From an optimization exercise on the open Yosys and OpenROAD flow, aimed at small area, a short achievable clock period and few clock cycles; shortcuts taken in it are not production practice. Function was checked by simulation only, so behaviour that the tests miss may differ from the original. Power figures rest on the tool's default switching activity, not on a simulated workload.

==> flow/design.v, too long to show whole: its modules and the start of the top module <==
// module LhLanes: 1236 lines
// module LhMask: 38 lines
// module LighthousePulseDecoder: 290 lines
module LighthousePulseDecoder (
      input          clk,
      input          reset,
      input          in_valid,
      output         in_ready,
      input  [1:0]   in_id,
      input  [15:0]  in_width,
      input  [23:0]  in_timestamp,
      input  [16:0]  in_beamWord,
      output         out_valid,
      input          out_ready,
      output [16:0]  out_offset,
      output [5:0]   out_npoly,
      output [15:0]  out_width,
      output [23:0]  out_timestamp,
      output [16:0]  out_beamWord,
      output [1:0]   out_id);
  // ...
==> flow/run.sh <==
#!/bin/bash
# synth_recipe.tcl (not shown) runs the flow's synth.tcl, then flattens the netlist and writes it again
# the make line also repeats each setting of config.mk as NAME=value (left out here)
make -C /OpenROAD-flow-scripts/flow DESIGN_CONFIG=/design/flow/config.mk WORK_HOME=/design/flow/orfs CLKGATE_MAP_FILE= SYNTH_SCRIPT=/design/flow/synth_recipe.tcl finish
==> flow/config.mk <==
export PLATFORM = sky130hd
export DESIGN_NAME = LighthousePulseDecoder
export DESIGN_NICKNAME = LighthousePulseDecoder
export VERILOG_FILES = /design/flow/design.v
export SDC_FILE = /design/flow/constraint.sdc
export NUM_CORES = 4
export LEC_CHECK = 0
export ABC_CLOCK_PERIOD_IN_PS = 3000
export CAP_MARGIN = 40
export CORE_MARGIN = 2
export CORE_UTILIZATION = 30
export GPL_ROUTABILITY_DRIVEN = 1
export GPL_TIMING_DRIVEN = 1
export PLACE_DENSITY = 0.42
export SETUP_SLACK_MARGIN = 4.5
export SLEW_MARGIN = 40
==> flow/constraint.sdc <==
create_clock -name core_clock -period 8.0 [get_ports {clk}]
set_input_delay 1.6000 -clock core_clock [delete_from_list [all_inputs] [get_ports {clk}]]
set_output_delay 1.6000 -clock core_clock [all_outputs]
set_load 0.01 [all_outputs]
==> flow_summary_export.csv, run 1 <==
group,metric,value,unit
setup_path,crit_path_start_kind,"register",
floorplan,die_x,675.2,um
sta,layout_setup_ws,4.011,ns
grt,grt_pass1_wl,1560,mm
setup_path,path_buf_inv,1,
routing,dr.pass1.iters,10,
synthesis,synth.ff_latch_count,1162,
routing,drtAntennaViolNets,2,
cells_and_area,fin_util,35.14,%
synthesis,synthCells,16883,
pwr,p_int,27.54,mW
clocking,cts_buffers,175,
synthesis,synth_adder_area_share,0.7648,%
routing,viasPerCell,6.713,
sta,drv_slew,0,
clocking,post_cts_resized,79,
cells_and_area,inv_count,93,
cells_and_area,largest_class,"multi-input gates",
outcome,so.violations,"antenna rules",
cells_and_area,multi_input_area,103700,um2
synthesis,synth_edf_count,349,
cells_and_area,clock_buffer_count,225,
grt,antenna_found_initial,356,
outcome,status,"complete, but fails checks",
sta,relSlewSlack,21.33,%
synthesis,synth_compound_area_share,8.300,%
worst_hold_path,hold_depth,0,
worst_hold_path,min_to,"b_k[1]$_DFF_P_",
pwr,power.share.clock,15.3,%
cells_and_area,num-nonclk-buffers,1357,
pwr,pg_seq,10.1,mW
clocking,holdBufCountCts,0,
worst_hold_path,min_path_type,"register to register",
grt,grtUsageTotal,52.37,%
Testbench counts, summed over its fixed seeds: cycles 26,522.
==> run 2: changes to the inputs <==
==> flow/flow/run.sh (new file) <==
#!/bin/bash
{
  echo ""
  echo "export MAX_REPAIR_ANTENNAS_ITER_GRT = 20"
  echo "export MAX_REPAIR_ANTENNAS_ITER_DRT = 20"
} >> config.mk 2> run_config.log
export MAX_REPAIR_ANTENNAS_ITER_GRT=20
export MAX_REPAIR_ANTENNAS_ITER_DRT=20
bash standard.sh > standard.log 2>&1
==> flow/standard.sh (new file) <==
#!/bin/bash
# synth_recipe.tcl (not shown) runs the flow's synth.tcl, then flattens the netlist and writes it again
# the make line also repeats each setting of config.mk as NAME=value (left out here)
make -C /OpenROAD-flow-scripts/flow DESIGN_CONFIG=/design/flow/config.mk WORK_HOME=/design/flow/orfs CLKGATE_MAP_FILE= SYNTH_SCRIPT=/design/flow/synth_recipe.tcl "${@:-finish}"
--- a/flow/config.mk
+++ b/flow/config.mk
@@ -14,3 +14,6 @@
 export PLACE_DENSITY = 0.42
 export SETUP_SLACK_MARGIN = 4.5
 export SLEW_MARGIN = 40
+
+export MAX_REPAIR_ANTENNAS_ITER_GRT = 20
+export MAX_REPAIR_ANTENNAS_ITER_DRT = 20
removed: flow/run.sh
==> flow_summary_export.csv, run 2 <==
group,metric,value,unit
outcome,status,"complete, no violations",
clocking,cts_tree,"done",
floorplan,die_h,675.2,um
setup_path,end_kind,"register",
setup_path,cp_max_fo,40,
clocking,clock_path_buffers,4,
synthesis,synthCells,16883,
cells_and_area,area_growth_syn_to_layout,16.71,%
cells_and_area,reg_top3,"dec x32, lanes.match x32, lanes.matchf x32",
routing,drtAntennaViolNets,0,
synthesis,synth.cell_area,135100,um2
pwr,comb_power_share,67.1,%
sta,hold_slack,0.3342,ns
setup_path,required,8.78,ns
grt,grt_pass1_vias,132703,
grt,grt_pass1_wl,1560,mm
routing,wl_per_cell,54.38,um
placed_design,gp_congestion,1.229,
flow_run,maxCapViolations,0,
clocking,htree_num_levels,4,
synthesis,ys_types,73,
synthesis,avgSynthCellArea,8.004,um2
cells_and_area,drive_above_1_share,14.74,%
synthesis,synthTopCellsByCount,"xnor2_1, xor2_1, clkbuf_1",
sta,timing.fmax,0.2488,GHz
sta,rsz0062_at_grt,"yes",
synthesis,synth-seq-area-share,19.80,%
sta,relSlewSlack,21.55,%
floorplan,pin_count,147,
synthesis,synth.ff_latch_count,1162,
routing,drc_errors,0,
synthesis,synthFlopType,"dfxtp_1",
cells_and_area,nets,16522,
clocking,root_buffer,"clkbuf_16",
clocking,clk_latency,1.03,ns
pwr,p_sw_share,52.06,%
routing,drtIter0Drc,25993,
floorplan,rows,246,
pwr,power_switching,29.91,mW
placed_design,placed_area,149000,um2
synthesis,synth.area.top_cells,"xnor2_1, xor2_1, dfxtp_1",
pwr,power.share.clock,15.3,%
sta,finalCriticalPeriod,4.019,ns
synthesis,yosysMostFrequentCell,"xnor2_1",
sta,hold_viol_final,0,
clocking,clkSlewWorstSetupHoldPaths,0.06,ns
routing,routed_wirelength,1242,mm
routing,dr.pass1.iters,10,
pwr,power.leakage,62.24,nW
cells_and_area,final_cells,22839,
floorplan,core,448800,um2
sta,skew,0.08546,ns
sta,drv_slew,0,
pwr,vdd_drop_max,0.2131,mV
cells_and_area,design_area,157700,um2
routing,viasPerCell,6.720,
sta,setup_tns,0,ns
sta,finalSetupViolations,0,
synthesis,synthArstFlopShare,0,%
routing,num_vias,153476,
grt,antenna_found_initial,356,
synthesis,synth_edf_count,349,
sta,post-route-period-util,50.23,%
cells_and_area,final_common_cell,"xnor2_1",
synthesis,synth_top_area_share,25.72,%
floorplan,die_x,675.2,um
setup_path,crit_arrival,4.80,ns
placed_design,hpwl,925.5,mm
grt,grt-ovfl-total,0,
pwr,power_density,364.3,nW/um2
floorplan,dieArea,455800,um2
clocking,cts.sinks,1162,
pwr,p_int,27.54,mW
synthesis,synth-warning-count,3,
sta,tightestPinTransition,1.177,ns
clocking,holdBufCountCts,0,
synthesis,yosys.area.top_type,"xnor2_1",
floorplan,initial_core_util,30.11,%
placed_design,post-place-cells,22078,
setup_path,crit_path_start_kind,"register",
pwr,seq_power_share,17.6,%
synthesis,syn_nets,17028,
grt,grt_max_degree,114,
grt,grtUsageTotal,52.37,%
clocking,cts_buffers,175,
worst_hold_path,min_path_type,"register to register",
setup_path,crit_type,"register to register",
cells_and_area,final_cell_mix,"xnor2_1, xor2_1, buf_4",
placed_design,numPortBuffers,146,
==> run 2: routing by layer <==
metal | vias up | GRT usage [%] | routed length [um]
met5 | - | 10.97 | 5949
met4 | 171 | 37.52 | 112200
met3 | 4404 | 30.04 | 177300
met2 | 14252 | 67.06 | 457400
met1 | 77988 | 63.10 | 489200
li1 | 56661 | - | -
==> run 2: logic make-up (layout without fill, tap and decap cells) <==
family / after synthesis / after routing / synth area share (%)
xor gates and xnor gates: 7251 / 7251 / 47.13
and+or+nand+nor: 4621 / 4621 / 17.57
buffers and inverters: 2133 / 1771 / 5.939
AOI/OAI and AO/OA: 1583 / 1583 / 8.300
DFF: 1162 / 1162 / 19.80
adders and majority gates: 82 / 82 / 0.7648
muxes: 51 / 51 / 0.4963
other: 0 / 366 / 0
==> run 2: final timing paths <==
path | startpoint | endpoint | slack [ns] | cells after the start
setup / recovery | dec[29]$_SDFFE_PP0P_ | lanes.ln9[7]$_DFF_P_ | 3.98 | 6
hold reg to reg | a_k[1]$_DFFE_PP_ | b_k[1]$_DFF_P_ | 0.33 | 0
setup reg to reg | dec[29]$_SDFFE_PP0P_ | lanes.ln9[7]$_DFF_P_ | 3.98 | 6
hold / removal | a_k[1]$_DFFE_PP_ | b_k[1]$_DFF_P_ | 0.33 | 0
==> run 2: area by class of cell <==
class                      count  area [um2]
clock inverter                96        1226
multi-input combinational  13588      103700
inverter                      93       370.4
clock buffer                 225        4872
sequential                  1162       27070
tap                         5952        7447
timing repair buffer        1357       12160
fill                       47040      291000
antenna                      366       915.9
==> run 2: through the flow <==
| stage | power [mW] | setup WS (ns) | util, % |
|---|---|---|---|
| 2_1_floorplan | 35.12 | 4.775 | - |
| 5_1_grt | 59.10 | 4.467 | 35.01 |
| 6_report | 57.46 | 3.981 | 35.14 |
| 3_3_place_gp | 47.14 | 3.300 | 32.77 |
| 4_1_cts | 56.05 | 4.320 | 34.65 |
| 3_5_place_dp | 47.13 | 3.990 | 33.20 |
==> run 2: worst max-delay path, stage by stage, from the launching register on <==
cell	delay, ns
dfxtp_2	0.33
buf_12	0.17
or2_2	0.67
nor2_1	0.31
nand3_1	0.84
nor4_2	1.14
o21ai_0	0.18
==> run 2: timing repair <==
item                       CTS  global route
gates resized for setup     79            73
pin swaps                    8            18
setup endpoints to repair  207           180
cloned                       0             2
setup buffers               20            35
==> run 2: power groups by stage <==
stage / Sequential [mW] / Combinational (mW) / Clock (mW)
finish: 10.1 / 38.5 / 8.78
global route: 10.1 / 40.0 / 8.97
CTS: 10.0 / 37.2 / 8.78
detailed placement: 10.1 / 37.0 / 0
global placement: 10.1 / 37.0 / 0
floorplan: 7.81 / 27.3 / 0

## afterwards: timing with drivers on the ports
How much do the figures lean on ideal ports? The routed layouts below were timed once more, with nothing changed but the port constraints.
Step 1 sets driving cells, clkbuf_16 on the clock port and buf_2 on the other inputs (assumed; they add their load-dependent delay and slew).
Step 2 adds t to the input delays and takes it off the output delays; t is the mean of the earliest and latest rising clock arrival at the registers after step 1. Input paths then give back, and output paths get back, about the clock's delay inside the block.
Slacks: no drivers / after step 1 / after step 2; pairs: no drivers / after step 1.
| run | shift t [ns] | slack for setup (ns) | hold WS [ns] | slew at the worst register clock pin (ns) | cell pins on the clock port's net |
|---|---|---|---|---|---|
| run 1 | 1.103 | 4.011 / 4.011 / 4.011 | 0.334 / 0.334 / 0.334 | 0.08 / 0.08 | 1 |
| run 2 | 1.105 | 3.981 / 3.981 / 3.981 | 0.334 / 0.334 / 0.334 | 0.08 / 0.08 | 1 |
